Background: an optimization exercise with open tools, aiming at small area, a short achievable clock period and few clock cycles. Do not read the settings as production practice.
RTL that was checked went through simulation tests only; none was proved equivalent to the original.
For runs 1 to 3, only the layout was checked, not whether the RTL still works.
Power is estimated from default activity; no workload was simulated.

==> design.v <==
module Sbox5 (
    input  [3 : 0]  e,
    output [3 : 0]  a,     
    output [3 : 0]  b,
    output [3 : 0]  p
);
localparam [15:0] A00 = 16'hd899, A01 = 16'hdb69, A10 = 16'h36b5, A11 = 16'h99e8;
localparam [15:0] B00 = 16'h3f66, B01 = 16'h24cf, B10 = 16'h3664, B11 = 16'hf9e8;
localparam [15:0] P00 = 16'he7ff, P01 = 16'hffa6, P10 = 16'h00d1, P11 = 16'h6000;
assign a = {A11[e], A10[e], A01[e], A00[e]};
assign b = {B11[e], B10[e], B01[e], B00[e]};
assign p = {P11[e], P10[e], P01[e], P00[e]};
endmodule
module Round (
    input o, A, nAB, oA, oB, oAB,
    output [31 : 0] h_out
);
wire no, nA, noA, noB, noAB;
ZInv i_no  (.i0(o),   .o(no));
ZInv i_nA  (.i0(A),   .o(nA));
ZInv i_noA (.i0(oA),  .o(noA));
ZInv i_noB (.i0(oB),  .o(noB));
ZInv i_noAB(.i0(oAB), .o(noAB));
assign h_out[ 3: 0] = {nAB,  nAB,  nAB,  nAB };
assign h_out[ 7: 4] = {oAB,  oAB,  noAB, noAB};
assign h_out[11: 8] = {noB,  noA,  oB,   oA  };
assign h_out[15:12] = {oB,   A,    noB,  A   };
assign h_out[19:16] = {no,   o,    o,    no  };
assign h_out[23:20] = {no,   1'b1, o,    1'b1};
assign h_out[27:24] = {A,    noB,  A,    oB  };
assign h_out[31:28] = {nA,   oB,   nA,   noB };
endmodule
module LenCheck (
    input  [63 : 0] len,
    output          nz,
    output          nle1,
    output          up_zero
);
wire [31:0] z1;    
wire [7:0]  n2;    
wire [3:0]  z3;    
wire z1x, n2x, z3x;    
genvar i;
generate
    for (i = 0; i < 32; i = i + 1) begin : l1
        ZNor2 g(.i0(len[2*i]), .i1(len[2*i+1]), .o(z1[i]));
    end
    for (i = 0; i < 8; i = i + 1) begin : l2
        ZNand4 g(.i0(z1[4*i]), .i1(z1[4*i+1]), .i2(z1[4*i+2]), .i3(z1[4*i+3]), .o(n2[i]));
    end
    for (i = 0; i < 4; i = i + 1) begin : l3
        ZNor2 g(.i0(n2[2*i]), .i1(n2[2*i+1]), .o(z3[i]));
    end
endgenerate
ZNand4 l4(.i0(z3[0]), .i1(z3[1]), .i2(z3[2]), .i3(z3[3]), .o(nz));
ZInv   x1(.i0(len[1]), .o(z1x));
ZNand4 x2(.i0(z1x), .i1(z1[1]), .i2(z1[2]), .i3(z1[3]), .o(n2x));
ZNor2  x3(.i0(n2x), .i1(n2[1]), .o(z3x));
ZNand4 x4(.i0(z3x), .i1(z3[1]), .i2(z3[2]), .i3(z3[3]), .o(nle1));
assign up_zero = !n2[1] && z3[1] && z3[2] && z3[3];
endmodule
module HashIteration (
    input  [7 : 0] M,
    output         a,
    output         b,
    output         p
);
wire [3:0] av, bv, pv;
Sbox5 sbox(
    .e ({M[5], M[3], M[0], M[6]}),
    .a (av),
    .b (bv),
    .p (pv)
);
wire x = M[7] ^ M[2];
wire y = M[4] ^ M[1];
wire [1:0] an, bn, pn;
ZMux2i a0(.s(y), .i0(av[0]), .i1(av[1]), .o(an[0]));
ZMux2i a1(.s(y), .i0(av[2]), .i1(av[3]), .o(an[1]));
ZMux2i a2(.s(x), .i0(an[0]), .i1(an[1]), .o(a));
ZMux2i b0(.s(y), .i0(bv[0]), .i1(bv[1]), .o(bn[0]));
ZMux2i b1(.s(y), .i0(bv[2]), .i1(bv[3]), .o(bn[1]));
ZMux2i b2(.s(x), .i0(bn[0]), .i1(bn[1]), .o(b));
ZMux2i p0(.s(y), .i0(pv[0]), .i1(pv[1]), .o(pn[0]));
ZMux2i p1(.s(y), .i0(pv[2]), .i1(pv[3]), .o(pn[1]));
ZMux2i p2(.s(x), .i0(pn[0]), .i1(pn[1]), .o(p));
endmodule
module ZNor2 (input i0, input i1, output o);
assign o = ~(i0 | i1);
endmodule
module ZNand4 (input i0, input i1, input i2, input i3, output o);
assign o = ~(i0 & i1 & i2 & i3);
endmodule
module ZInv (input i0, output o);
assign o = ~i0;
endmodule
module FlagZ0 (input nx, input nz, input q, output o);
assign o = nx & (nz | q);
endmodule
module ZMux2i (input s, input i0, input i1, output o);
assign o = ~(s ? i1 : i0);
endmodule
module FlagZ0n (input nx, input nz, input q, output o);
assign o = ~(nx & (nz | q));
endmodule
module FlagZ1n (input nx, input nz, input q, output o);
assign o = ~(nx | ~(nz | q));
endmodule
module lightHashDES(
        input clk,
        input M_valid,
        input rst_n,
        input [7 : 0] M,
        input [63 : 0] input_lenght,
        output reg hash_ready,
        output [31 : 0] digest
    );
reg busy;
reg pend;
reg [7:0] low;
reg [55:0] up;
reg [5:0]  phase;
reg        req;    
reg        bor;    
reg        up_zero;
reg        up_acc;
reg o, A, nAB, oA, oB, oAB;
wire a, b, p;
HashIteration main(
    .M(M),
    .a(a),
    .b(b),
    .p(p)
);
Round expand(
    .o(o), .A(A), .nAB(nAB), .oA(oA), .oB(oB), .oAB(oAB),
    .h_out(digest)
);
wire [7:0] low_zero;       
genvar i;
generate
    for (i = 0; i < 8; i = i + 1) begin : bit_
        if (i == 0) begin : first
            assign low_zero[i] = 1'b1;
        end else begin : rest
            assign low_zero[i] = ~|low[i-1 : 0];
        end
    end
endgenerate
wire phase0  = phase == 6'd0;
wire phase55 = phase == 6'd55;
wire bor_eff = phase0 ? req : bor;
wire up_in   = up[0] ^ bor_eff;    
wire start    = !busy && M_valid;
wire len_nz, len_gt1, len_up_zero;
LenCheck len_check(
    .len(input_lenght),
    .nz(len_nz),
    .nle1(len_gt1),
    .up_zero(len_up_zero)
);
wire at_two   = up_zero && ~|low[7:2] && low[1] && (low[0] == pend);
wire len_le1;
ZInv le1_inv(.i0(len_gt1), .o(len_le1));
wire busy_x, hr_y;
ZMux2i busy_m(.s(busy), .i0(len_le1), .i1(at_two),  .o(busy_x));
ZMux2i hr_m  (.s(busy), .i0(len_gt1), .i1(!at_two), .o(hr_y));
always @(posedge clk or negedge rst_n) begin
    if (!rst_n) begin
        hash_ready <= 1'b0;
        busy <= 1'b0;
    end else if (M_valid) begin
        hash_ready <= hr_y;
        busy <= busy_x;
    end
end
always @(posedge clk) begin
    pend <= busy && M_valid;
    low <= busy ? low ^ ({8{pend}} & low_zero) : input_lenght[7:0];
    up <= busy ? {up_in, up[55:1]} : input_lenght[63:8];
    phase <= (busy && !phase55) ? phase + 6'd1 : 6'd0;
    up_acc <= busy && !phase55 && (up_in || (up_acc && !phase0));
    up_zero <= busy ? (phase55 ? !(up_in || up_acc) : up_zero) : len_up_zero;
    req <= busy && ((pend && low == 8'd0) || (req && !phase0));
    bor <= busy && bor_eff && !up[0];
end
localparam [5:0] c = 6'b000100;
wire [5:0] k  = start ? c : {oAB, oB, oA, nAB, A, o};
wire [5:0] kt = k ^ {6{M_valid}};
wire       q  = busy || !M_valid;    
wire [5:0] f    = {p, b, a, p, a, 1'b1};
localparam [5:0] flip = 6'b111000;
wire [5:0] kn, ktn, d;
genvar j;
generate
    for (j = 0; j < 6; j = j + 1) begin : flag
        if (j < 1) begin : plain
            if (c[j]) begin : one
                FlagZ1 z(.nx(kt[j]), .nz(len_nz), .q(q), .o(d[j]));
            end else begin : zero
                FlagZ0 z(.nx(kt[j]), .nz(len_nz), .q(q), .o(d[j]));
            end
        end else begin : pick
            if (c[j]) begin : one
                FlagZ1n z0(.nx(k[j]),  .nz(len_nz), .q(q), .o(kn[j]));
                FlagZ1n z1(.nx(kt[j]), .nz(len_nz), .q(q), .o(ktn[j]));
            end else begin : zero
                FlagZ0n z0(.nx(k[j]),  .nz(len_nz), .q(q), .o(kn[j]));
                FlagZ0n z1(.nx(kt[j]), .nz(len_nz), .q(q), .o(ktn[j]));
            end
            if (flip[j]) begin : inv
                ZMux2i m(.s(f[j]), .i0(ktn[j]), .i1(kn[j]), .o(d[j]));
            end else begin : pos
                ZMux2i m(.s(f[j]), .i0(kn[j]), .i1(ktn[j]), .o(d[j]));
            end
        end
    end
endgenerate
always @(posedge clk) begin
    {oAB, oB, oA, nAB, A, o} <= d;
end
endmodule
==> flow/run.sh <==
#!/bin/bash
set -euo pipefail
bash standard.sh "ADDER_MAP_FILE=" "BUFFER_PORTS_ARGS=-buffer_cell sky130_fd_sc_hd__buf_1" \
  "SYNTH_KEEP_MODULES=Sbox5 ZNor2 ZNand4 ZInv ZMux2i FlagZ0 FlagZ0n FlagZ1n" \
  "CTS_ARGS=-sink_clustering_enable -repair_clock_nets -dont_use_dummy_load" finish > flow.log 2>&1
==> standard.sh <==
#!/bin/bash
# synth_recipe.tcl (not shown) runs the flow's synth.tcl, then flattens the netlist and writes it again
# the make line also repeats each setting of config.mk as NAME=value (left out here)
make -C /OpenROAD-flow-scripts/flow DESIGN_CONFIG=/design/flow/config.mk WORK_HOME=/design/flow/orfs CLKGATE_MAP_FILE= SYNTH_SCRIPT=/design/flow/synth_recipe.tcl "${@:-finish}"
==> config.mk <==
export PLATFORM = sky130hd
export DESIGN_NAME = lightHashDES
export DESIGN_NICKNAME = lightHashDES
export VERILOG_FILES = /design/flow/design.v
export SDC_FILE = /design/flow/constraint.sdc
export NUM_CORES = 4
export LEC_CHECK = 0
export CAP_MARGIN = 20
export CORE_MARGIN = 2
export CORE_UTILIZATION = 40
export PLACE_DENSITY = 0.6
export SETUP_SLACK_MARGIN = 2.6
export SLEW_MARGIN = 20
==> constraint.sdc <==
create_clock -name core_clock -period 4.5 [get_ports {clk}]
set_input_delay 0.9000 -clock core_clock [delete_from_list [all_inputs] [get_ports {clk}]]
set_output_delay 0.9000 -clock core_clock [all_outputs]
set_load 0.01 [all_outputs]
==> impl_summary.log, run 1 <==
[metrics] average footprint of a synthesized cell: around 9.7 sq um
[metrics] Post-synth EDFFs: 1
[metrics] Cells after Synth: 416
[metrics] Final Hold Viols: 0
[metrics] combinational power share: 0.278
[metrics] sequential cell area: approximately 1700 sq um
[metrics] library cell with the largest summed area after synthesis: sky130_fd_sc_hd__dfxtp_1
[metrics] detailed-placement wirelength estimate: 5514 um
[metrics] share of the core filled with cells in the final layout: 0.4648
[metrics] final setup violation count: 0
[metrics] Slew HR: 0.5971
[metrics] TritonCTS buffer count: 9
[metrics] clock tree skew after final layout: approximately 0.035 ns
[metrics] number of max-capacitance violations reported: 0
[metrics] Post-CTS Hold Buffers: 0
[metrics] IO buf count: 105
[metrics] Worst Hold Class: in2async
[metrics] Synth warnings: 1
[metrics] result of the run: timing/DRC/antenna clean
[metrics] DRC violation count after routing: 0
[metrics] total power density per cell area: 477.9 nW/um^2
[metrics] launch instance of the worst register-to-register path: busy
[metrics] crit start category: input pin
[metrics] Switching Power: 0.6901 mW
[metrics] number of antenna violations at the first check in global routing: 0
[metrics] Vias per Instance: 4.810
[metrics] largest fanout on the critical path: 13
[metrics] cell internal power dissipation: 1.481 mW
[metrics] fraction of final layout cells sized beyond drive strength 1: 0.1004
[metrics] crit end category: flip-flop
[metrics] average wire per cell in the routed design: 12.38 um
[metrics] buffers plus inverters on the worst setup path: 2
[metrics] total clock sinks: 83
[metrics] Switching Fraction: 0.3179
[metrics] netlist area before placement: 4026 sq um
[metrics] clock-pin slew on the worst setup and hold paths: 0.09 ns
[metrics] Detail Route Antenna Nets: 0
[metrics] via count of the routed design: 2987
[metrics] critical-path cell with the highest stage delay: sky130_fd_sc_hd__a211o_1
[metrics] Peak Freq: 540.2 MHz
[metrics] most frequently used flop master after synthesis: sky130_fd_sc_hd__dfxtp_1
[metrics] delay contributed by the slowest stage of the critical path: 0.27 ns
[metrics] initial standard-cell utilization of the core: 0.4119
[metrics] top cells by instance count after synthesis: sky130_fd_sc_hd__dfxtp_1 (80), sky130_fd_sc_hd__nor2_1 (58), sky130_fd_sc_hd__mux2_1 (56)
[metrics] total congestion overflow after global routing: 0
[metrics] clock tree from TritonCTS: built
[metrics] worst-margin pin slew: 0.6044 ns
[metrics] arrival time at the worst endpoint: roughly 2.1 ns
[metrics] multi-input logic area: 2044 sq um
[metrics] global placer's final weighted congestion: about 0.83
[metrics] worst IR drop on VDD: 198.2 uV
[metrics] insertion delay to the later sink of the worst-skew pair: 0.35 ns
[metrics] setup repair after global routing missed its margin: yes
[metrics] Setup CP Type: in2reg
[metrics] Crit path top cell by count: sky130_fd_sc_hd__mux2i_1
[metrics] top area cells in the synthesized netlist: sky130_fd_sc_hd__dfxtp_1 (40%), sky130_fd_sc_hd__mux2_1 (16%), sky130_fd_sc_hd__buf_4 (6.3%)
[metrics] share of the yosys chip area belonging to registers: 0.4177
[metrics] row cnt: 36
[metrics] vias in the first global route: approximately 2900
[metrics] global-route wire length before repair: between 10000 and 15000 um
[metrics] I/O pin total: 108
[metrics] CTS H-tree depth: 3
[metrics] Crit path required time: 4.71 ns
[metrics] horizontal extent of the die: 104.3 um
[metrics] cell-by-cell listing of the critical path: buf_6, nand2b_1, a21boi_0, a211o_1, mux2i_1, mux2i_1, buf_4, mux2i_1
[metrics] sequential power share: 0.538
[metrics] Min Clock Period, post-route: 1.851 ns
[metrics] crit-path leading delay family: compound AO/OA/AOI/OAI gates
[metrics] power share of the clock group: 0.184
[metrics] die outline height: between 100 and 150 um
[metrics] net total in the final layout: 565
[metrics] register-to-register setup slack: 2.78 ns
[metrics] library cell with the highest instance count after synthesis: sky130_fd_sc_hd__dfxtp_1
[metrics] pin count of the biggest net entering global routing: 46
[metrics] GRT Total Usage: 0.1448
[metrics] Layout Area Growth over Synthesis: 12.83%
[metrics] setup TNS after final layout: 0 ns
[metrics] r2r endpoint: nAB
[metrics] Critical Path Stages: 8
[metrics] area inside the core boundary: approximately 9800 sq um
[metrics] antenna cells: 0
[metrics] Yosys cell types: between 50 and 60
[metrics] fill count: 953
[metrics] post-detailed-routing wire length: 7690 um
[metrics] area share of the leading cell type in the synthesized netlist: 0.3978
[metrics] clock tree root buffer cell: sky130_fd_sc_hd__clkbuf_8
[metrics] asr flop ratio synth: 0.02410
[metrics] floorplan die area: 10880 sq um
[metrics] leakage: approximately 1.8 nW
[metrics] buffer depth of the longest clock path: 2
[metrics] total iterations of the first detailed-routing run: 4
[metrics] max-slew violation count: 0
[metrics] logic depth of the worst register-to-register path: 4
[metrics] flip-flop and latch count after synthesis: between 80 and 90
[metrics] number of DRC markers after the initial detailed-route iteration: 103
[metrics] Final period util: 0.4114
-- power by group through the flow --
stage / clock [mW] / sequential (mW) / combinational [mW]
3_5_place_dp: 0 / 1.18 / 0.597
6_report: 0.400 / 1.17 / 0.604
4_1_cts: 0.420 / 1.16 / 0.606
2_1_floorplan: 0 / 1.13 / 0.606
3_3_place_gp: 0 / 1.17 / 0.582
5_1_grt: 0.449 / 1.20 / 0.683
-- stage by stage --
stage               hold slack (ns)  instances  power (mW)  setup slack [ns]  instance area (sq um)
global placement             0.4188        608       1.748             1.969                   4303
global route                 0.3010        621       2.331             2.587                   4543
floorplan                    0.4168        417       1.734             2.499                   4073
CTS                          0.3015        620       2.191             2.609                   4489
finish                       0.3176        621       2.171             2.649                   4543
detailed placement           0.4240        608       1.773             1.911                   4303
-- Yosys stat by module, one instance, submodules excluded --
module	flip-flops and latches	cells
ZNor2	0	1
FlagZ0	0	1
ZInv	0	1
FlagZ1n	0	1
FlagZ0n	0	1
Sbox5	0	42
ZMux2i	0	1
ZNand4	0	1
lightHashDES	83	292
-- per-layer routing --
layer	GRT usage	routed length, um
met5	0	0
met1	0.1711	3501
met2	0.2465	3712
met4	0.04633	89
met3	0.04887	387
-- cell families after synthesis --
kind of cell / share of synthesized area
mux: 0.2104
buf+inv: 0.09198
xor+xnor: 0.02797
other cells: 0.0009314
simple gates: 0.1709
flops: 0.4177
compound gates: 0.08018
-- flip-flops by register name, indices dropped and copies added, names as in the netlist --
signal,cells
A,1
bor,1
busy,1
hash_ready,1
low,8
nAB,1
o,1
oA,1
oAB,1
oB,1
pend,1
phase,6
req,1
up,56
up_acc,1
up_zero,1
-- timing repair --
item                                    in CTS  in global routing
endpoints found under the setup margin      20                 17
resized for setup                           12                 16
cloned                                       0                  0
pin swaps                                    2                  3
buffers inserted                             3                  1
-- worst max path at each step --
stage / slack [ns] / end / start
2_1_floorplan: 2.50 / A / M[0]
3_3_place_gp: 1.97 / oA / M[0]
3_5_place_dp: 1.91 / oA / M[6]
4_1_cts: 2.61 / oA / M[5]
5_1_grt: 2.59 / oA / M[5]
6_report: 2.65 / oA / M[5]
-- cell usage in the layout (no fill, tap or decap), types with 4 or more instances in the layout --
master	synthesis	routed
sky130_fd_sc_hd__buf_1	1	98
sky130_fd_sc_hd__dfxtp_2	0	5
sky130_fd_sc_hd__nand2b_1	9	7
sky130_fd_sc_hd__and2_1	6	6
sky130_fd_sc_hd__nand2_1	17	17
sky130_fd_sc_hd__xnor2_1	6	6
sky130_fd_sc_hd__inv_1	11	10
sky130_fd_sc_hd__a21oi_1	21	20
sky130_fd_sc_hd__nand3_1	4	4
sky130_fd_sc_hd__mux2i_1	19	19
sky130_fd_sc_hd__nor2b_1	5	5
sky130_fd_sc_hd__dfxtp_1	80	74
sky130_fd_sc_hd__o21ai_1	8	8
sky130_fd_sc_hd__nor3_1	4	4
sky130_fd_sc_hd__clkbuf_8	0	9
sky130_fd_sc_hd__nand4_1	12	12
sky130_fd_sc_hd__mux2_1	56	56
sky130_fd_sc_hd__nor2_1	58	53
sky130_fd_sc_hd__xor2_1	5	4
-- cell type report --
class,count,share of cell area
clock buffer,9,0.02727
tap,133,0.03663
multi-input combinational,275,0.4500
inverter,12,0.009915
timing repair buffer,109,0.1030
sequential,83,0.3732
==> inputs of run 2 (changes only) <==
--- a/config.mk
+++ b/config.mk
@@ -9,5 +9,5 @@
 export CORE_MARGIN = 2
 export CORE_UTILIZATION = 40
 export PLACE_DENSITY = 0.6
-export SETUP_SLACK_MARGIN = 2.6
+export SETUP_SLACK_MARGIN = 2.67
 export SLEW_MARGIN = 20
==> run 2 against run 1 <==
Cell area grew 2.3%. Clock power is essentially flat. Combinational power grew 6.3%. Hold slack gained 0.0039 ns. Count of clock-buffer cells in the layout is the same. Clock skew shrank 0.0083 ns. Worst setup slack gained 0.057 ns. Area after synthesis is the same. First-iteration DRC count shrank 8.7%. Global-route usage is essentially flat. Critical endpoint unchanged. Largest power group unchanged. Wire length grew 2.1%.
==> impl_summary.log, run 2 <==
[metrics] sequential cell area: 1703 sq um
[metrics] initial standard-cell utilization of the core: 0.4119
[metrics] flip-flop and latch count after synthesis: between 80 and 90
[metrics] registers with the most flip-flops: up: 56 flops, low: 8 flops, phase: 6 flops
[metrics] Detail Route Antenna Nets: 0
[metrics] share of the yosys chip area belonging to registers: 0.4177
[metrics] GRT Total Usage: 0.1449
[metrics] worst-margin pin slew: 0.5003 ns
[metrics] Crit path top cell by count: sky130_fd_sc_hd__mux2i_1
[metrics] logic depth of the worst register-to-register path: 4
[metrics] Peak Freq: 557.4 MHz
[metrics] detailed-placement wirelength estimate: 5590 um
[metrics] asr flop ratio synth: 0.02410
[metrics] delay contributed by the slowest stage of the critical path: 0.26 ns
[metrics] IO buf count: about 110
[metrics] total iterations of the first detailed-routing run: 4
[metrics] TritonCTS buffer count: 9
[metrics] arrival time at the worst endpoint: 2.00 ns
[metrics] top cells by instance count after synthesis: sky130_fd_sc_hd__dfxtp_1 (80), sky130_fd_sc_hd__nor2_1 (58), sky130_fd_sc_hd__mux2_1 (56)
[metrics] largest fanout on the critical path: 15
[metrics] Crit path required time: 4.71 ns
[metrics] worst IR drop on VDD: 201.0 uV
[metrics] leakage: 1.839 nW
[metrics] share of the core filled with cells in the final layout: 0.4756
[metrics] CP Capture Point: oA
[metrics] fraction of final layout cells sized beyond drive strength 1: 0.1510
[metrics] netlist area before placement: a little over 4000 sq um
[metrics] total congestion overflow after global routing: 0
[metrics] post-detailed-routing wire length: 7848 um
[metrics] area inside the core boundary: around 10000 sq um
[metrics] clock-pin slew on the worst setup and hold paths: 0.09 ns
[metrics] total clock sinks: 83
[metrics] top area cells in the synthesized netlist: sky130_fd_sc_hd__dfxtp_1 (40%), sky130_fd_sc_hd__mux2_1 (16%), sky130_fd_sc_hd__buf_4 (6.3%)
[metrics] register with the highest flop count: up
[metrics] net total in the final layout: between 500 and 600
[metrics] vias in the first global route: 2878
[metrics] total power density per cell area: 476.3 nW/um^2
[metrics] antenna cells: 0
[metrics] pre-CTS setup slack: 1.932 ns
[metrics] DRC violation count after routing: 0
[metrics] CTS H-tree depth: 3
[metrics] setup TNS after final layout: 0 ns
[metrics] clock tree from TritonCTS: built
[metrics] max-slew violation count: 0
[metrics] Setup CP Type: in2reg
[metrics] final setup violation count: 0
[metrics] insertion delay to the later sink of the worst-skew pair: 0.35 ns
[metrics] most common library cell in the layout ignoring fill and taps: sky130_fd_sc_hd__buf_1
[metrics] pin count of the biggest net entering global routing: 46
[metrics] number of max-capacitance violations reported: 0
[metrics] Min Clock Period, post-route: 1.794 ns
[metrics] most frequent cells in the layout: sky130_fd_sc_hd__buf_1 (84), sky130_fd_sc_hd__dfxtp_1 (74), sky130_fd_sc_hd__mux2_1 (56)
[metrics] Setup crit start: M[6]
[metrics] Synth warnings: 1
[metrics] crit start category: input pin
[metrics] row cnt: 36
[metrics] Worst Hold Class: in2async
[metrics] buffer depth of the longest clock path: 2
[metrics] Pwr Total: 2.214 mW
[metrics] clock tree root buffer cell: sky130_fd_sc_hd__clkbuf_8
[metrics] critical-path cell with the highest stage delay: sky130_fd_sc_hd__mux2_4
[metrics] floorplan die area: 10880 sq um
[metrics] r2r endpoint: low[7]
[metrics] crit end category: flip-flop
[metrics] most frequently used flop master after synthesis: sky130_fd_sc_hd__dfxtp_1
[metrics] I/O pin total: 108
[metrics] Post-synth EDFFs: 1
[metrics] library cell with the largest summed area after synthesis: sky130_fd_sc_hd__dfxtp_1
[metrics] average footprint of a synthesized cell: roughly 9.7 sq um
[metrics] number of antenna violations at the first check in global routing: 0
[metrics] horizontal extent of the die: 104.3 um
[metrics] Layout Area Growth over Synthesis: 15.44%
[metrics] Cells after Synth: roughly 420
[metrics] global-route wire length before repair: 12770 um
[metrics] fill count: 921
[metrics] multi-input logic area: 2068 sq um
[metrics] result of the run: timing/DRC/antenna clean
[metrics] die outline height: 104.3 um
[metrics] Final Hold Viols: 0
[metrics] clock tree skew after final layout: approximately 0.027 ns
[metrics] cell-by-cell listing of the critical path: buf_8, nand2b_4, a21boi_1, mux2_4, mux2i_1, mux2i_2, mux2i_1
[metrics] area share of the leading cell type in the synthesized netlist: 0.3978
[metrics] launch instance of the worst register-to-register path: low[1]
[metrics] setup repair after global routing missed its margin: yes
[metrics] library cell with the highest instance count after synthesis: sky130_fd_sc_hd__dfxtp_1
[metrics] flip-flop count of the largest register after layout: 56
[metrics] number of DRC markers after the initial detailed-route iteration: 94
[metrics] global placer's final weighted congestion: 0.8310
[metrics] Final period util: 0.3987
[metrics] average wire per cell in the routed design: roughly 13 um
[metrics] post-route worst setup slack: roughly 2.7 ns
[metrics] register-to-register setup slack: approximately 2.9 ns
[metrics] via count of the routed design: 3019
[metrics] Vias per Instance: between 4 and 5
[metrics] Yosys cell types: between 50 and 60
[metrics] Slew HR: 0.6653
==> run 2: logic make-up (layout without fill, tap and decap cells) <==
family,Yosys count,after routing,synth area share
and+or+nand+nor,132,132,0.1709
xor gates and xnor gates,12,12,0.02797
DFF,83,83,0.4177
buffers and inverters,59,132,0.09198
AOI/OAI and AO/OA,52,52,0.08018
muxes,77,77,0.2104
other,1,2,0.0009314
==> run 2: area by class of cell <==
cell class                      instances  area share
Clock buffer                            9     0.02665
Inverter                               12    0.009690
Multi-Input combinational cell        275      0.4450
Sequential cell                        83      0.3664
Tap cell                              133     0.03580
Timing Repair Buffer                  111      0.1166
==> run 2: how the worst min path moves through the flow <==
stage	endpoint	slack, ns	from	cells after the start
3_3_place_gp	up[21]	0.42	up[22]	1
2_1_floorplan	up[10]	0.42	up[11]	1
5_1_grt	busy	0.31	rst_n	1
4_1_cts	hash_ready	0.31	rst_n	1
6_report	busy	0.32	rst_n	1
3_5_place_dp	up[22]	0.43	up[23]	1
==> run 2: routing by layer <==
metal  track usage  up-vias  share of wire
li1              -     1541              -
met1        0.1755     1393           0.45
met2        0.2404       76           0.48
met3       0.04261        9          0.053
met4       0.05792        0          0.015
met5             0        -              0
==> run 2: per-stage QoR <==
stage,hold WS (ns),instance area [sq um],std cells
after floorplan,0.4168,4073,417
after global placement,0.4188,4303,608
after detailed placement,0.4271,4303,608
after CTS,0.3090,4506,620
after global routing,0.3053,4648,623
final,0.3215,4648,623
==> run 2: power breakdown <==
group	switching (mW)	internal [mW]
logic	0.304	0.338
registers	0.170	0.999
clock network	0.224	0.179
total	0.698	1.52
==> run 2: what timing repair did <==
item,4_1_cts,5_1_grt
hold buffers,0,0
setup buffers,3,3
gates resized for setup,25,38
endpoints found under the setup margin,37,25
pin swaps,2,6
hold endpoints to repair,0,0
==> run 2: Yosys stat by module, one instance, submodules excluded <==
module / cell area (sq um) / copies in the design / cells inside / flops+latches
lightHashDES: 3274 / 1 / 292 / 83
ZInv: 3.754 / 7 / 1 / 0
FlagZ0: 7.507 / 1 / 1 / 0
ZMux2i: 10.01 / 16 / 1 / 0
FlagZ1n: 10.01 / 2 / 1 / 0
FlagZ0n: 5.005 / 8 / 1 / 0
ZNand4: 6.256 / 11 / 1 / 0
Sbox5: 290.3 / 1 / 42 / 0
ZNor2: 3.754 / 37 / 1 / 0
==> run 2: worst max-delay path: cells and delay by family <==
kind,cells,cell delay [ns]
compound gates,1,0.12
buf+inv,1,0.13
mux,4,0.68
simple gates,1,0.15
==> inputs of run 3 (changes only) <==
--- a/config.mk
+++ b/config.mk
@@ -7,7 +7,7 @@
 export LEC_CHECK = 0
 export CAP_MARGIN = 20
 export CORE_MARGIN = 2
-export CORE_UTILIZATION = 40
-export PLACE_DENSITY = 0.6
-export SETUP_SLACK_MARGIN = 2.67
+export CORE_UTILIZATION = 60
+export PLACE_DENSITY = 0.75
+export SETUP_SLACK_MARGIN = 2.6
 export SLEW_MARGIN = 20
==> run 3 against run 2 <==
Hold slack gained 0.032 ns. Still clean on timing, DRC and antenna. Clock power about the same. First-iteration DRC count is 13% lower. Worst setup slack worse by 0.065 ns. Combinational power shrank 4.8%. Largest cell class unchanged. Clock skew is 0.0071 ns lower. Final cell count decreased by 9.5%.
==> impl_summary.log, run 3 <==
[metrics] result of the run: timing/DRC/antenna clean
[metrics] buffer depth of the longest clock path: 2
[metrics] number of max-capacitance violations reported: 0
[metrics] worst-margin pin slew: 0.4997 ns
[metrics] total congestion overflow after global routing: 0
[metrics] Cells after Synth: roughly 420
[metrics] GRT Total Usage: 0.2175
[metrics] post-detailed-placement cell area: 4238 sq um
[metrics] Peak Freq: 537.9 MHz
[metrics] most common library cell in the layout ignoring fill and taps: sky130_fd_sc_hd__buf_1
[metrics] floorplan die area: ~7400 sq um
[metrics] IO buf count: 105
[metrics] Post-CTS Hold Buffers: 0
[metrics] DRC violation count after routing: 0
[metrics] critical-path cell with the highest stage delay: sky130_fd_sc_hd__mux2i_2
[metrics] post-detailed-routing wire length: 7610 um
[metrics] largest fanout on the critical path: 15
[metrics] flip-flop count of the largest register after layout: 56
[metrics] via count of the routed design: 3072
[metrics] number of DRC markers after the initial detailed-route iteration: 82
[metrics] die outline height: 85.92 um
[metrics] Setup CP Type: in2reg
[metrics] global placer's final weighted congestion: 0.7986
[metrics] area share of the leading cell type in the synthesized netlist: 0.3978
[metrics] setup repair after global routing missed its margin: yes
[metrics] total iterations of the first detailed-routing run: 4
[metrics] netlist area before placement: between 4000 and 5000 sq um
[metrics] Slew HR: 0.6657
[metrics] total power density per cell area: 489.0 nW/um^2
[metrics] Synth warnings: 1
[metrics] total clock sinks: 83
[metrics] CTS H-tree depth: 3
[metrics] I/O pin total: 108
[metrics] clock tree from TritonCTS: built
[metrics] crit end category: flip-flop
[metrics] Final Hold Viols: 0
[metrics] detailed-placement wirelength estimate: 5516 um
[metrics] net total in the final layout: 564
[metrics] Min Clock Period, post-route: 1.859 ns
[metrics] Crit path required time: 4.75 ns
[metrics] antenna cells: 0
[metrics] Pwr Total: 2.178 mW
[metrics] leakage: 1.746 nW
[metrics] final setup violation count: 0
[metrics] vias in the first global route: 2987
[metrics] crit start category: input pin
[metrics] average footprint of a synthesized cell: 9.679 sq um
[metrics] row cnt: 29
[metrics] Worst Hold Class: in2async
[metrics] arrival time at the worst endpoint: 2.11 ns
[metrics] area inside the core boundary: 6422 sq um
[metrics] TritonCTS buffer count: 9
[metrics] initial standard-cell utilization of the core: 0.6269
[metrics] delay contributed by the slowest stage of the critical path: 0.23 ns
[metrics] cell-by-cell listing of the critical path: buf_4, nand2b_4, a21boi_1, mux2_4, mux2i_2, mux2i_2, mux2i_1
[metrics] max-slew violation count: 0
[metrics] horizontal extent of the die: between 80 and 90 um
[metrics] Vias per Instance: 5.447
[metrics] clock tree skew after final layout: roughly 0.020 ns
[metrics] share of the yosys chip area belonging to registers: 0.4177
[metrics] top cells by instance count after synthesis: sky130_fd_sc_hd__dfxtp_1 (80), sky130_fd_sc_hd__nor2_1 (58), sky130_fd_sc_hd__mux2_1 (56)
[metrics] Detail Route Antenna Nets: 0
[metrics] area of all placed cells without fillers: 4454 sq um
[metrics] Yosys cell types: 58
[metrics] Crit path top cell by count: sky130_fd_sc_hd__mux2i_2
[metrics] global-route wire length before repair: 12920 um
[metrics] clock-pin slew on the worst setup and hold paths: 0.07 ns
[metrics] Final period util: 0.4131
[metrics] flip-flop and latch count after synthesis: slightly above 80
[metrics] average wire per cell in the routed design: 13.49 um
[metrics] Layout Area Growth over Synthesis: 10.63%
[metrics] pin count of the biggest net entering global routing: 36
[metrics] asr flop ratio synth: 0.02410
[metrics] register with the highest flop count: up
[metrics] top area cells in the synthesized netlist: sky130_fd_sc_hd__dfxtp_1 (40%), sky130_fd_sc_hd__mux2_1 (16%), sky130_fd_sc_hd__buf_4 (6.3%)
[metrics] library cell with the largest summed area after synthesis: sky130_fd_sc_hd__dfxtp_1
[metrics] fraction of final layout cells sized beyond drive strength 1: 0.09446
[metrics] Post-synth EDFFs: 1
[metrics] most frequently used flop master after synthesis: sky130_fd_sc_hd__dfxtp_1
[metrics] clock tree root buffer cell: sky130_fd_sc_hd__clkbuf_8
[metrics] library cell with the highest instance count after synthesis: sky130_fd_sc_hd__dfxtp_1
[metrics] registers with the most flip-flops: up: 56 flops, low: 8 flops, phase: 6 flops
[metrics] worst-case hold slack: 0.3538 ns
[metrics] worst IR drop on VDD: 276.1 uV
[metrics] most frequent cells in the layout: sky130_fd_sc_hd__buf_1 (100), sky130_fd_sc_hd__dfxtp_1 (76), sky130_fd_sc_hd__mux2_1 (56)
[metrics] setup TNS after final layout: 0 ns
[metrics] insertion delay to the later sink of the worst-skew pair: roughly 0.34 ns
[metrics] number of antenna violations at the first check in global routing: 0
## run 3: cell counts after synthesis
Identical to the previous run, type by type.
## run 3: worst paths after layout
kind	from	end	slack, ns	cells after the start
worst max-delay path	M[6]	A	2.64	7
worst min-delay path	rst_n	busy	0.35	1
worst max register to register	busy	up_zero	2.85	5
worst min register to register	up[32]	up[31]	0.43	1
max in group asynchronous	rst_n	busy	4.00	1
min in group core_clock	up[32]	up[31]	0.43	1
## run 3: per-module statistics from Yosys (local to each module, per instance)
module	area, sq um	flip-flops and latches	copies in the design	cells
FlagZ0	7.507	0	1	1
FlagZ0n	5.005	0	8	1
FlagZ1n	10.01	0	2	1
Sbox5	290.3	0	1	42
ZInv	3.754	0	7	1
ZMux2i	10.01	0	16	1
ZNand4	6.256	0	11	1
ZNor2	3.754	0	37	1
lightHashDES	3274	83	1	292
## run 3: layout make-up
| type | count | area, sq um |
|---|---|---|
| multi-input combinational | 275 | 2051 |
| fill | 523 | 1968 |
| sequential | 83 | 1693 |
| timing repair buffer | 108 | 445.4 |
| clock buffer | 9 | 123.9 |
| tap | 77 | 96.34 |
| inverter | 12 | 45.04 |
## run 3: cell families after synthesis
logic type,share of synthesized area
and+or+nand+nor,0.1709
DFF,0.4177
muxes,0.2104
buffers and inverters,0.09198
AOI/OAI and AO/OA,0.08018
xor gates and xnor gates,0.02797
other,0.0009314
## run 3: metal layers
metal	vias up	global-route usage	wire, um
li1	1553	-	-
met1	1409	0.2633	3342
met2	98	0.3763	3676
met3	12	0.05197	463
met4	0	0.07648	128
met5	-	0	0
## run 3: worst max-delay path: cells and delay by family
| kind | cells | cell delay (ns) |
|---|---|---|
| buf+inv | 1 | 0.18 |
| simple gates | 1 | 0.17 |
| compound gates | 1 | 0.19 |
| mux | 4 | 0.68 |
## run 3: power by group
group          leakage [nW]  total (mW)  switching [mW]  internal (mW)
registers             0.706        1.17           0.173          0.993
logic                 0.975       0.611           0.306          0.305
clock network        0.0647       0.401           0.222          0.179
total                  1.75        2.18           0.700           1.48
## run 3: stage by stage
| step | utilization | std cells | worst slack, ns |
|---|---|---|---|
| after floorplan | - | 417 | 2.499 |
| after global placement | 0.6598 | 553 | 2.006 |
| after detailed placement | 0.6598 | 553 | 1.923 |
| after CTS | 0.6854 | 564 | 2.633 |
| after global routing | 0.6936 | 564 | 2.572 |
| final | 0.6936 | 564 | 2.641 |
## run 3: what timing repair did
item | CTS | global route
gates resized for setup | 11 | 15
setup buffers | 2 | 0
pin swaps | 1 | 1
setup endpoints to repair | 45 | 14
hold endpoints to repair | 0 | 0
==> inputs of run 4 (changes only) <==
--- a/design.v
+++ b/design.v
@@ -201,11 +201,10 @@
                 FlagZ0 z(.nx(kt[j]), .nz(len_nz), .q(q), .o(d[j]));
             end
         end else begin : pick
+            assign kn[j] = ~k[j];
             if (c[j]) begin : one
-                FlagZ1n z0(.nx(k[j]),  .nz(len_nz), .q(q), .o(kn[j]));
                 FlagZ1n z1(.nx(kt[j]), .nz(len_nz), .q(q), .o(ktn[j]));
             end else begin : zero
-                FlagZ0n z0(.nx(k[j]),  .nz(len_nz), .q(q), .o(kn[j]));
                 FlagZ0n z1(.nx(kt[j]), .nz(len_nz), .q(q), .o(ktn[j]));
             end
             if (flip[j]) begin : inv
--- a/config.mk
+++ b/config.mk
@@ -9,5 +9,5 @@
 export CORE_MARGIN = 2
 export CORE_UTILIZATION = 60
 export PLACE_DENSITY = 0.75
-export SETUP_SLACK_MARGIN = 2.6
+export SETUP_SLACK_MARGIN = 2.65
 export SLEW_MARGIN = 20
==> run 4 against run 3 <==
Hold slack got worse by 0.011 ns. Critical path depth up 1. Count of clock-buffer cells in the layout is the same. Sequential power about the same. Fmax increased by 2.9%. Largest cell class unchanged. Largest power group unchanged.
==> impl_summary.log, run 4 <==
[metrics] fraction of final layout cells sized beyond drive strength 1: 0.2946
[metrics] vias in the first global route: slightly below 3000
[metrics] worst IR drop on VDD: 310.6 uV
[metrics] Peak Freq: 553.4 MHz
[metrics] row cnt: 29
[metrics] area share of the leading cell type in the synthesized netlist: 0.3998
[metrics] most frequent cells in the layout: sky130_fd_sc_hd__buf_1 (76), sky130_fd_sc_hd__dfxtp_1 (74), sky130_fd_sc_hd__mux2_2 (56)
[metrics] arrival time at the worst endpoint: 2.02 ns
[metrics] Final period util: 0.4015
[metrics] crit start category: input pin
[metrics] largest fanout on the critical path: 3
[metrics] area inside the core boundary: 6386 sq um
[metrics] DRC violation count after routing: 0
[metrics] flip-flop count of the largest register after layout: 56
[metrics] TritonCTS buffer count: 9
[metrics] crit end category: flip-flop
[metrics] IO buf count: 105
[metrics] library cell with the largest summed area after synthesis: sky130_fd_sc_hd__dfxtp_1
[metrics] average footprint of a synthesized cell: slightly below 10 sq um
[metrics] buffer depth of the longest clock path: 2
[metrics] post-detailed-routing wire length: 7684 um
[metrics] clock tree root buffer cell: sky130_fd_sc_hd__clkbuf_8
[metrics] CTS H-tree depth: 3
[metrics] clock tree skew after final layout: 0.02066 ns
[metrics] share of the yosys chip area belonging to registers: 0.4197
[metrics] via count of the routed design: roughly 3000
[metrics] sequential cell area: 1700 sq um
[metrics] multi-input logic area: 2058 sq um
[metrics] asr flop ratio synth: 0.02410
[metrics] Setup CP Type: in2reg
[metrics] Post-CTS Hold Buffers: 0
[metrics] I/O pin total: 108
[metrics] crit-path leading delay family: simple AND/OR/NAND/NOR gates
[metrics] Crit path top cell by count: sky130_fd_sc_hd__nand4_1
[metrics] Vias per Instance: 5.426
[metrics] share of the core filled with cells in the final layout: 0.7141
[metrics] fill count: 506
[metrics] number of DRC markers after the initial detailed-route iteration: slightly above 90
[metrics] total clock sinks: 83
[metrics] Post-synth EDFFs: 1
[metrics] Min Clock Period, post-route: 1.807 ns
[metrics] Detail Route Antenna Nets: 0
[metrics] most frequently used flop master after synthesis: sky130_fd_sc_hd__dfxtp_1
[metrics] floorplan die area: 7347 sq um
[metrics] global-route wire length before repair: ~13000 um
[metrics] result of the run: timing/DRC/antenna clean
[metrics] final setup violation count: 0
[metrics] initial standard-cell utilization of the core: 0.6274
[metrics] clock-pin slew on the worst setup and hold paths: about 0.060 ns
[metrics] number of max-capacitance violations reported: 0
[metrics] buffers plus inverters on the worst setup path: 2
[metrics] top cells by instance count after synthesis: sky130_fd_sc_hd__dfxtp_1 (80), sky130_fd_sc_hd__nor2_1 (58), sky130_fd_sc_hd__mux2_2 (57)
[metrics] critical-path cell with the highest stage delay: sky130_fd_sc_hd__mux2_4
[metrics] register with the highest flop count: up
[metrics] Cells after Synth: 411
[metrics] cell-by-cell listing of the critical path: buf_1, nor2_1, nand4_1, nor2_4, nand4_1, inv_1, mux2i_1, mux2_4
[metrics] setup repair after global routing missed its margin: yes
[metrics] pin count of the biggest net entering global routing: 59
[metrics] most common library cell in the layout ignoring fill and taps: sky130_fd_sc_hd__buf_1
[metrics] detailed-placement wirelength estimate: 5325 um
[metrics] Final Hold Viols: 0
[metrics] max-slew violation count: 0
[metrics] setup TNS after final layout: 0 ns
[metrics] library cell with the highest instance count after synthesis: sky130_fd_sc_hd__dfxtp_1
[metrics] global placer's final weighted congestion: roughly 0.81
[metrics] registers with the most flip-flops: up: 56 flops, low: 8 flops, phase: 6 flops
[metrics] total congestion overflow after global routing: 0
[metrics] die outline height: between 80 and 90 um
[metrics] total iterations of the first detailed-routing run: 4
[metrics] top area cells in the synthesized netlist: sky130_fd_sc_hd__dfxtp_1 (40%), sky130_fd_sc_hd__mux2_2 (16%), sky130_fd_sc_hd__buf_4 (6.4%)
[metrics] netlist area before placement: 4006 sq um
[metrics] number of antenna violations at the first check in global routing: 0
[metrics] insertion delay to the later sink of the worst-skew pair: 0.35 ns
[metrics] antenna cells: 0
[metrics] flip-flop and latch count after synthesis: 83
[metrics] GRT Total Usage: 0.2128
[metrics] total power density per cell area: 487.3 nW/um^2
[metrics] clock tree from TritonCTS: built
[metrics] delay contributed by the slowest stage of the critical path: 0.27 ns
[metrics] Crit path required time: 4.72 ns
[metrics] Synth warnings: 1
[metrics] leakage: between 1.5 and 2 nW
[metrics] Pwr Total: 2.222 mW
[metrics] horizontal extent of the die: approximately 86 um
[metrics] average wire per cell in the routed design: 13.75 um
[metrics] Worst Hold Class: in2async
[metrics] Layout Area Growth over Synthesis: 13.84%
[metrics] Yosys cell types: 56
[metrics] net total in the final layout: 559
[run 4: cell count changes in the layout (fill, tap and decap cells not counted), moves of 4 or more]
cell | previous run | this run
sky130_fd_sc_hd__and2_1 | 6 | 2
sky130_fd_sc_hd__buf_1 | 100 | 76
sky130_fd_sc_hd__buf_6 | 2 | 7
sky130_fd_sc_hd__clkbuf_2 | 1 | 19
sky130_fd_sc_hd__mux2_1 | 56 | 0
sky130_fd_sc_hd__mux2_2 | 1 | 56
sky130_fd_sc_hd__nand2_1 | 17 | 21
sky130_fd_sc_hd__nor2_1 | 52 | 40
sky130_fd_sc_hd__nor2_2 | 5 | 16
sky130_fd_sc_hd__o21ai_1 | 8 | 4
[run 4: what timing repair did]
item,in CTS,in global routing
endpoints found under the setup margin,60,45
resized for setup,22,68
setup buffers,1,1
pin swaps,1,32
[run 4: area by class of cell]
cell class              count  share of cell area
flip-flops and latches     83              0.3728
well taps                  77             0.02112
repair buffers            108              0.1171
inverters                  12             0.01043
clock buffers               9             0.02716
multi-input cells         270              0.4513
[run 4: metal layers]
metal,wire length (um),vias to the layer above,share of wire,global-route usage
met5,0,-,0,0
met4,106,0,0.014,0.08081
met3,408,10,0.053,0.05967
met2,3800,90,0.49,0.3686
met1,3367,1407,0.44,0.2505
li1,-,1526,-,-
[run 4: worst paths after layout]
path,cells after the start,slack [ns],startpoint,endpoint
max,8,2.69,input_lenght[17],busy
min,1,0.34,rst_n,hash_ready
max reg2reg,4,2.87,low[1],low[6]
min reg2reg,1,0.44,up[28],up[27]
max in group asynchronous,1,4.01,rst_n,busy
min in group core_clock,1,0.44,up[28],up[27]
[run 4: power by group]
| part | switching (mW) | internal, mW |
|---|---|---|
| Sequential | 0.176 | 0.997 |
| Clock | 0.224 | 0.179 |
| Combinational | 0.302 | 0.345 |
| Total | 0.702 | 1.52 |
[run 4: per-module statistics from Yosys, one instance, submodules excluded]
module | cells inside | times used | area (sq um) | flip-flops and latches
ZNand4 | 1 | 11 | 6.256 | 0
ZNor2 | 1 | 37 | 3.754 | 0
ZInv | 1 | 7 | 3.754 | 0
FlagZ0 | 1 | 1 | 7.507 | 0
FlagZ0n | 1 | 4 | 5.005 | 0
lightHashDES | 292 | 1 | 3284 | 83
Sbox5 | 42 | 1 | 290.3 | 0
FlagZ1n | 1 | 1 | 10.01 | 0
ZMux2i | 1 | 16 | 10.01 | 0
[run 4: cell families after synthesis]
kind of cell | share of synthesized area
and+or+nand+nor | 0.1693
xor gates and xnor gates | 0.02811
buffers and inverters | 0.09744
AOI/OAI and AO/OA | 0.07308
DFF | 0.4197
muxes | 0.2114
other | 0.0009360
[run 4: metrics by stage]
step | hold WS [ns] | worst slack, ns | cells | cell area, sq um
after floorplan | 0.4328 | 2.499 | 412 | 4033
after global placement | 0.4350 | 2.003 | 548 | 4178
after detailed placement | 0.4403 | 1.914 | 548 | 4178
after CTS | 0.3327 | 2.658 | 558 | 4353
after global routing | 0.3306 | 2.624 | 559 | 4561
final | 0.3424 | 2.693 | 559 | 4561
[run 4: worst reg2reg max path, cell delays in order (launching register included)]
cell	delay, ns
sky130_fd_sc_hd__dfxtp_1	0.34
sky130_fd_sc_hd__or4b_1	0.71
sky130_fd_sc_hd__nor4_4	0.24
sky130_fd_sc_hd__xnor2_1	0.15
sky130_fd_sc_hd__a21oi_1	0.08
Testbench counts of run 4, summed over its fixed seeds: cycles 29,177.
==> inputs of run 5 (changes only) <==
--- a/config.mk
+++ b/config.mk
@@ -7,7 +7,7 @@
 export LEC_CHECK = 0
 export CAP_MARGIN = 20
 export CORE_MARGIN = 2
-export CORE_UTILIZATION = 60
-export PLACE_DENSITY = 0.75
+export CORE_UTILIZATION = 40
+export PLACE_DENSITY = 0.6
 export SETUP_SLACK_MARGIN = 2.65
 export SLEW_MARGIN = 20
==> run 5 against run 4 <==
Sequential power barely moved. Combinational power barely moved. Area after synthesis did not move. Clock power rose by 1%. Die area rose by 47%. Via count fell by 2.0%. Clock skew rose by 0.0075 ns. First-iteration DRC count fell by 18%. Hold slack barely moved. Critical endpoint is now digest[13]. Largest cell class unchanged. Largest power group unchanged.
==> impl_summary.log, run 5 <==
[metrics] flip-flop and latch count after synthesis: 83
[metrics] top cells by instance count after synthesis: sky130_fd_sc_hd__dfxtp_1 (80), sky130_fd_sc_hd__nor2_1 (58), sky130_fd_sc_hd__mux2_2 (57)
[metrics] top area cells in the synthesized netlist: sky130_fd_sc_hd__dfxtp_1 (40%), sky130_fd_sc_hd__mux2_2 (16%), sky130_fd_sc_hd__buf_4 (6.4%)
[metrics] global-route wire length before repair: 12820 um
[metrics] sequential power share: 0.525
[metrics] pin count of the biggest net entering global routing: around 60
[metrics] detailed-placement wirelength estimate: 5575 um
[metrics] share of the core filled with cells in the final layout: 0.4716
[metrics] power share of the clock group: 0.183
[metrics] delay contributed by the slowest stage of the critical path: 0.39 ns
[metrics] Vias per Instance: between 4 and 5
[metrics] cell-by-cell listing of the critical path: inv_4, buf_2
[metrics] post-detailed-placement cell area: approximately 4200 sq um
[metrics] Final period util: 0.4044
[metrics] library cell with the highest instance count after synthesis: sky130_fd_sc_hd__dfxtp_1
[metrics] most common library cell in the layout ignoring fill and taps: sky130_fd_sc_hd__buf_1
[metrics] Post-synth EDFFs: 1
[metrics] average wire per cell in the routed design: 12.55 um
[metrics] average footprint of a synthesized cell: 9.748 sq um
[metrics] setup repair after global routing missed its margin: yes
[metrics] area share of the leading cell type in the synthesized netlist: 0.3998
[metrics] arrival time at the worst endpoint: 0.92 ns
[metrics] buffer depth of the longest clock path: 2
[metrics] die outline height: 104.1 um
[metrics] fraction of final layout cells sized beyond drive strength 1: 0.2357
[metrics] number of antenna violations at the first check in global routing: 0
[metrics] GRT Total Usage: 0.1446
[metrics] total congestion overflow after global routing: 0
[metrics] number of DRC markers after the initial detailed-route iteration: 76
[metrics] Yosys cell types: 56
[metrics] cell internal power dissipation: 1.527 mW
[metrics] r2r endpoint: low[6]
[metrics] floorplan die area: ~11000 sq um
[metrics] most frequent cells in the layout: sky130_fd_sc_hd__buf_1 (92), sky130_fd_sc_hd__dfxtp_1 (74), sky130_fd_sc_hd__mux2_2 (57)
[metrics] area of all placed cells without fillers: 4588 sq um
[metrics] library cell with the largest summed area after synthesis: sky130_fd_sc_hd__dfxtp_1
[metrics] IO buf count: 105
[metrics] DRC violation count after routing: 0
[metrics] total iterations of the first detailed-routing run: 4
[metrics] setup TNS after final layout: 0 ns
[metrics] register with the highest flop count: up
[metrics] global placer's final weighted congestion: between 0.7 and 0.8
[metrics] TritonCTS buffer count: 9
[metrics] number of max-capacitance violations reported: 0
[metrics] Synth warnings: 1
[metrics] insertion delay to the later sink of the worst-skew pair: 0.36 ns
[metrics] Setup crit start: oB
[metrics] initial standard-cell utilization of the core: 0.4118
[metrics] result of the run: timing/DRC/antenna clean
[metrics] Switching Power: 0.7031 mW
[metrics] row cnt: 36
[metrics] Switching Fraction: 0.3153
[metrics] netlist area before placement: 4006 sq um
[metrics] most frequently used flop master after synthesis: sky130_fd_sc_hd__dfxtp_1
[metrics] register-to-register setup slack: 2.86 ns
[metrics] share of the yosys chip area belonging to registers: 0.4197
[metrics] post-detailed-routing wire length: ~7800 um
[metrics] asr flop ratio synth: 0.02410
[metrics] vias in the first global route: ~2900
[metrics] leakage: 1.834 nW
[metrics] Post-CTS Hold Buffers: 0
[metrics] critical-path cell with the highest stage delay: sky130_fd_sc_hd__dfxtp_4
[metrics] Setup CP Type: reg2out
[metrics] Layout Area Growth over Synthesis: 14.52%
[metrics] clock tree skew after final layout: 0.02820 ns
[metrics] registers with the most flip-flops: up: 56 flops, low: 8 flops, phase: 6 flops
[metrics] clock tree root buffer cell: sky130_fd_sc_hd__clkbuf_8
[metrics] Peak Freq: 549.5 MHz
[metrics] Final Hold Viols: 0
[metrics] logic depth of the worst register-to-register path: 4
[metrics] Crit path required time: 3.60 ns
[metrics] clock tree from TritonCTS: built
[metrics] net total in the final layout: 565
[metrics] flip-flop count of the largest register after layout: 56
[metrics] Cells after Synth: 411
[metrics] via count of the routed design: 2971
[metrics] Worst Hold Class: in2async
[metrics] clock-pin slew on the worst setup and hold paths: ~0.070 ns
[metrics] combinational power share: 0.291
[metrics] I/O pin total: 108
[metrics] worst IR drop on VDD: just under 200 uV
[metrics] launch instance of the worst register-to-register path: low[1]
[metrics] crit start category: flip-flop
[metrics] Detail Route Antenna Nets: 0
[metrics] max-slew violation count: 0
[metrics] antenna cells: 0
[metrics] area inside the core boundary: roughly 9700 sq um
[metrics] total power density per cell area: 486.1 nW/um^2
[metrics] total clock sinks: 83
[metrics] final setup violation count: 0
[metrics] Min Clock Period, post-route: approximately 1.8 ns
[metrics] horizontal extent of the die: 104.1 um
[metrics] largest fanout on the critical path: 8
[metrics] CTS H-tree depth: 3
[metrics] crit end category: output pin
## run 5: area by class of cell
cell class                      instances  area (sq um)
Clock buffer                            9         123.9
Multi-Input combinational cell        270          1997
Timing Repair Buffer                  114         550.5
Inverter                               12         47.55
Fill cell                             989          5141
Sequential cell                        83          1703
Tap cell                              133         166.4
## run 5: logic make-up (layout without fill, tap and decap cells)
kind of cell    Yosys count  after routing  share of synthesized area
other cells               1              2                  0.0009360
flops                    83             83                     0.4197
compound gates           47             47                    0.07308
buf+inv                  59            135                    0.09744
simple gates            132            132                     0.1693
xor+xnor                 12             12                    0.02811
mux                      77             77                     0.2114
## run 5: worst max-delay path: cells and delay by family (launching register included)
| family | cells | cell delay [ns] |
|---|---|---|
| buf+inv | 2 | 0.19 |
| flops | 1 | 0.39 |
## run 5: timing repair
item | 4_1_cts | 5_1_grt
pin swaps | 1 | 4
setup endpoints to repair | 62 | 48
gates resized for setup | 19 | 32
buffers inserted | 1 | 6
gates cloned | 0 | 1
hold endpoints to repair | 0 | 0
## run 5: per-layer routing
layer  part of all wire  GRT usage  up-vias
met2               0.47     0.2368       78
met1               0.45     0.1733     1352
met3              0.078    0.06015        4
met5                  0          0        -
met4             0.0068    0.04344        0
li1                   -          -     1537
## run 5: per-stage QoR
stage               hold WS (ns)  cells  setup slack, ns  power [mW]
finish                    0.3424    621            2.680       2.230
global route              0.3325    621            2.617       2.396
CTS                       0.3274    614            2.650       2.215
detailed placement        0.4409    604            1.904       1.781
global placement          0.4346    604            1.964       1.758
floorplan                 0.4328    412            2.499       1.745
## run 5: how the worst max path moves through the flow
stage,to,slack [ns],cells past startpoint
CTS,digest[13],2.65,2
detailed placement,A,1.90,7
global placement,oA,1.96,7
finish,digest[13],2.68,2
global route,oAB,2.62,7
floorplan,A,2.50,7
## run 5: Yosys stat by module, one instance, submodules excluded
module | copies in the design | cell area, sq um | cells inside | flops+latches
FlagZ0 | 1 | 7.507 | 1 | 0
FlagZ0n | 4 | 5.005 | 1 | 0
FlagZ1n | 1 | 10.01 | 1 | 0
Sbox5 | 1 | 290.3 | 42 | 0
ZInv | 7 | 3.754 | 1 | 0
ZMux2i | 16 | 10.01 | 1 | 0
ZNand4 | 11 | 6.256 | 1 | 0
ZNor2 | 37 | 3.754 | 1 | 0
lightHashDES | 1 | 3284 | 292 | 83
## run 5: power by group through the flow
stage	combinational, mW	clock, mW	sequential, mW
2_1_floorplan	0.617	0	1.13
3_3_place_gp	0.593	0	1.16
3_5_place_dp	0.606	0	1.17
4_1_cts	0.612	0.432	1.17
5_1_grt	0.727	0.460	1.21
6_report	0.649	0.409	1.17
==> inputs of run 6 (changes only) <==
==> flow/run.sh (replaced) <==
#!/bin/bash
set -euo pipefail
bash standard.sh "ADDER_MAP_FILE=" "BUFFER_PORTS_ARGS=-buffer_cell sky130_fd_sc_hd__buf_1" \
  "SYNTH_KEEP_MODULES=Sbox5 ZNor2 ZNand4 ZInv ZMux2i FlagZ0 FlagZ0n FlagZ1n" \
  "CTS_ARGS=-sink_clustering_enable -sink_clustering_size 30 -repair_clock_nets -dont_use_dummy_load" finish > flow.log 2>&1
==> run 6 against run 5 <==
Synthesized cell count unchanged. Global-route usage unchanged. Combinational power about the same. Clock power about the same. Die area unchanged. First-iteration DRC count unchanged. Largest cell class unchanged. Critical path depth unchanged. Count of clock-buffer cells in the layout unchanged. Cell area unchanged. Area after synthesis unchanged.
==> impl_summary.log, run 6 <==
[metrics] result of the run: timing/DRC/antenna clean
[metrics] crit start category: flip-flop
[metrics] Synth warnings: 1
[metrics] most frequent cells in the layout: sky130_fd_sc_hd__buf_1 (92), sky130_fd_sc_hd__dfxtp_1 (74), sky130_fd_sc_hd__mux2_2 (57)
[metrics] via count of the routed design: ~3000
[metrics] Vias per Instance: approximately 4.8
[metrics] max-slew violation count: 0
[metrics] clock tree skew after final layout: 0.02820 ns
[metrics] area share of the leading cell type in the synthesized netlist: 0.3998
[metrics] registers with the most flip-flops: up: 56 flops, low: 8 flops, phase: 6 flops
[metrics] logic depth of the worst register-to-register path: 4
[metrics] total congestion overflow after global routing: 0
[metrics] area share of xor/xnor cells in the synthesized design: 0.02811
[metrics] buffers plus inverters on the worst setup path: 2
[metrics] insertion delay to the later sink of the worst-skew pair: 0.36 ns
[metrics] Peak Freq: 549.5 MHz
[metrics] r2r endpoint: low[6]
[metrics] total clock sinks: 83
[metrics] CTS H-tree depth: 3
[metrics] leakage: about 1.8 nW
[metrics] register-to-register setup slack: 2.86 ns
[metrics] net total in the final layout: 565
[metrics] asr flop ratio synth: 0.02410
[metrics] total iterations of the first detailed-routing run: 4
[metrics] library cell with the largest summed area after synthesis: sky130_fd_sc_hd__dfxtp_1
[metrics] pre-CTS setup slack: between 1.5 and 2 ns
[metrics] crit end category: output pin
[metrics] cell-by-cell listing of the critical path: inv_4, buf_2
[metrics] clock tree from TritonCTS: built
[metrics] global placer's final weighted congestion: 0.7634
[metrics] worst-case hold slack: 0.3424 ns
[metrics] IO buf count: 105
[metrics] routed length on met3: 609 um
[metrics] post-route worst setup slack: 2.680 ns
[metrics] filler-free cell count of the finished design: 621
[metrics] top area cells in the synthesized netlist: sky130_fd_sc_hd__dfxtp_1 (40%), sky130_fd_sc_hd__mux2_2 (16%), sky130_fd_sc_hd__buf_4 (6.4%)
[metrics] number of max-capacitance violations reported: 0
[metrics] total power density per cell area: 486.1 nW/um^2
[metrics] detailed-placement wirelength estimate: 5575 um
[metrics] Yosys cell types: 56
[metrics] Post-CTS Hold Buffers: 0
[metrics] Final period util: 0.4044
[metrics] horizontal extent of the die: 104.1 um
[metrics] number of antenna violations at the first check in global routing: 0
[metrics] Crit path required time: 3.60 ns
[metrics] clock-pin slew on the worst setup and hold paths: 0.07 ns
[metrics] crit-path leading delay family: flip-flops
[metrics] final setup violation count: 0
[metrics] worst IR drop on VDD: 195.4 uV
[metrics] fraction of final layout cells sized beyond drive strength 1: 0.2357
[metrics] Setup crit start: oB
[metrics] setup TNS after final layout: 0 ns
[metrics] share of the core filled with cells in the final layout: 0.4716
[metrics] die outline height: 104.1 um
[metrics] Detail Route Antenna Nets: 0
[metrics] Min Clock Period, post-route: 1.820 ns
[metrics] register with the highest flop count: up
[metrics] antenna cells: 0
[metrics] area inside the core boundary: 9729 sq um
[metrics] arrival time at the worst endpoint: 0.92 ns
[metrics] library cell with the highest instance count after synthesis: sky130_fd_sc_hd__dfxtp_1
[metrics] flip-flop and latch count after synthesis: slightly above 80
[metrics] initial standard-cell utilization of the core: 0.4118
[metrics] Final Hold Viols: 0
[metrics] floorplan die area: 10830 sq um
[metrics] average wire per cell in the routed design: between 10 and 15 um
[metrics] most common library cell in the layout ignoring fill and taps: sky130_fd_sc_hd__buf_1
[metrics] post-detailed-placement cell area: 4248 sq um
[metrics] flip-flop count of the largest register after layout: 56
[metrics] largest fanout on the critical path: 8
[metrics] mux contribution to synthesized area: 0.2114
[metrics] area of all placed cells without fillers: 4588 sq um
[metrics] Placed Cells incl. Taps: 604
[metrics] average footprint of a synthesized cell: approximately 9.7 sq um
[metrics] Critical Path Stages: 2
[metrics] pin count of the biggest net entering global routing: 61
[metrics] share of the yosys chip area belonging to registers: 0.4197
[metrics] I/O pin total: 108
[metrics] met1 layer wirelength in the final routing: 3500 um
[metrics] Setup CP Type: reg2out
[metrics] post-synthesis share of cell area spent on and, or, nand and nor gates: 0.1693
[metrics] global-route wire length before repair: 12820 um
[metrics] Worst Hold Class: in2async
[metrics] post-synthesis share of cell area spent on full adders, half adders and majority gates: 0
[metrics] row cnt: 36
[metrics] Cells after Synth: 411
[metrics] delay contributed by the slowest stage of the critical path: 0.39 ns
[metrics] clock tree root buffer cell: sky130_fd_sc_hd__clkbuf_8
[metrics] highest metal used: met4
[metrics] TritonCTS buffer count: 9
[metrics] post-detailed-routing wire length: 7792 um
[metrics] main combinational cell family by area after synthesis: multiplexers
[metrics] Pwr Total: 2.230 mW
[metrics] vias in the first global route: 2864
[metrics] Post-synth EDFFs: 1
[metrics] setup repair after global routing missed its margin: yes
[metrics] DRC violation count after routing: 0
[metrics] number of DRC markers after the initial detailed-route iteration: 76
[metrics] buffer depth of the longest clock path: 2
[metrics] critical-path cell with the highest stage delay: sky130_fd_sc_hd__dfxtp_4
[metrics] netlist area before placement: 4006 sq um
[metrics] compound-gate portion of the synthesized area: 0.07308
[metrics] launch instance of the worst register-to-register path: low[1]
[metrics] Layout Area Growth over Synthesis: 14.52%
[metrics] most frequently used flop master after synthesis: sky130_fd_sc_hd__dfxtp_1
[metrics] GRT Total Usage: 0.1446
[metrics] met2 WL post-DR: 3629 um
[metrics] top cells by instance count after synthesis: sky130_fd_sc_hd__dfxtp_1 (80), sky130_fd_sc_hd__nor2_1 (58), sky130_fd_sc_hd__mux2_2 (57)
[run 6: logic make-up after synthesis]
| logic type | Yosys count |
|---|---|
| simple gates | 132 |
| flops | 83 |
| mux | 77 |
| buf+inv | 59 |
| compound gates | 47 |
| xor+xnor | 12 |
| other cells | 1 |
[run 6: where the power goes]
group / internal, mW / switching [mW]
combinational: 0.350 / 0.300
sequential: 0.999 / 0.173
clock: 0.179 / 0.230
[run 6: worst register-to-register path, stage by stage (launching register included)]
cell and delay (ns):
sky130_fd_sc_hd__dfxtp_1 0.33, sky130_fd_sc_hd__or4b_1 0.71, sky130_fd_sc_hd__nor4_4 0.24, sky130_fd_sc_hd__xnor2_1 0.15
sky130_fd_sc_hd__a21oi_1 0.08
[run 6: modules after synthesis (local to each module, per instance)]
module / cells / flip-flops and latches / cell area [sq um]
ZNor2: 1 / 0 / 3.754
ZNand4: 1 / 0 / 6.256
ZInv: 1 / 0 / 3.754
FlagZ1n: 1 / 0 / 10.01
ZMux2i: 1 / 0 / 10.01
FlagZ0n: 1 / 0 / 5.005
FlagZ0: 1 / 0 / 7.507
lightHashDES: 292 / 83 / 3284
Sbox5: 42 / 0 / 290.3
[run 6: how the worst max path moves through the flow]
stage,end
after global placement,oA
after CTS,digest[13]
after detailed placement,A
final,digest[13]
after floorplan,A
after global routing,oAB
[run 6: final cells by class]
class | count | area [sq um]
Fill cell | 989 | 5141
Tap cell | 133 | 166.4
Sequential cell | 83 | 1703
Clock buffer | 9 | 123.9
Inverter | 12 | 47.55
Timing Repair Buffer | 114 | 550.5
Multi-Input combinational cell | 270 | 1997
[run 6: routing by layer]
layer	global-route usage	vias to the layer above
li1	-	1537
met1	0.1733	1352
met2	0.2368	78
met3	0.06015	4
met4	0.04344	0
met5	0	-
[run 6: timing repair]
item / 4_1_cts / 5_1_grt
endpoints found under the hold margin: 0 / 0
setup endpoints to repair: 62 / 48
pin swaps: 1 / 4
cloned: 0 / 1
resized for setup: 19 / 32
setup buffers: 1 / 6

-- what the ideal ports hide --
The flow's constraints put no driver on any port. The routed layouts listed below were extracted and timed again, unchanged, in two steps. Step 1 assumes that a clkbuf_16 drives the clock port and a buf_2 every other input. Step 2 adds t to the input delays and takes it off the output delays; t is the mean of the earliest and latest rising clock arrival at the registers after step 1. Input paths then give back, and output paths get back, about the clock's delay inside the block. a / b / c = ideal / step 1 / step 2; a / b = the first two.
run | shift t [ns] | setup slack, ns | hold slack, ns | worst setup path at the end | worst data-port slew with drivers (ns)
run 1 | 0.363 | 2.649 / 2.629 / 2.266 | 0.318 / 0.322 / 0.421 | input to register | 0.05
run 2 | 0.370 | 2.706 / 2.675 / 2.305 | 0.322 / 0.323 / 0.417 | input to register | 0.06
run 3 | 0.356 | 2.641 / 2.631 / 2.274 | 0.354 / 0.355 / 0.427 | input to register | 0.05
run 4 | 0.369 | 2.693 / 2.660 / 2.290 | 0.342 / 0.333 / 0.445 | input to register | 0.06
run 5 | 0.371 | 2.680 / 2.650 / 2.306 | 0.342 / 0.361 / 0.442 | input to register | 0.12
run 6 | 0.371 | 2.680 / 2.650 / 2.306 | 0.342 / 0.361 / 0.442 | input to register | 0.12
After both steps setup and hold are still met in every run listed. For run 4, which loses most, drivers alone change the setup slack by -0.033 ns; drivers and shift together by -0.403 ns.
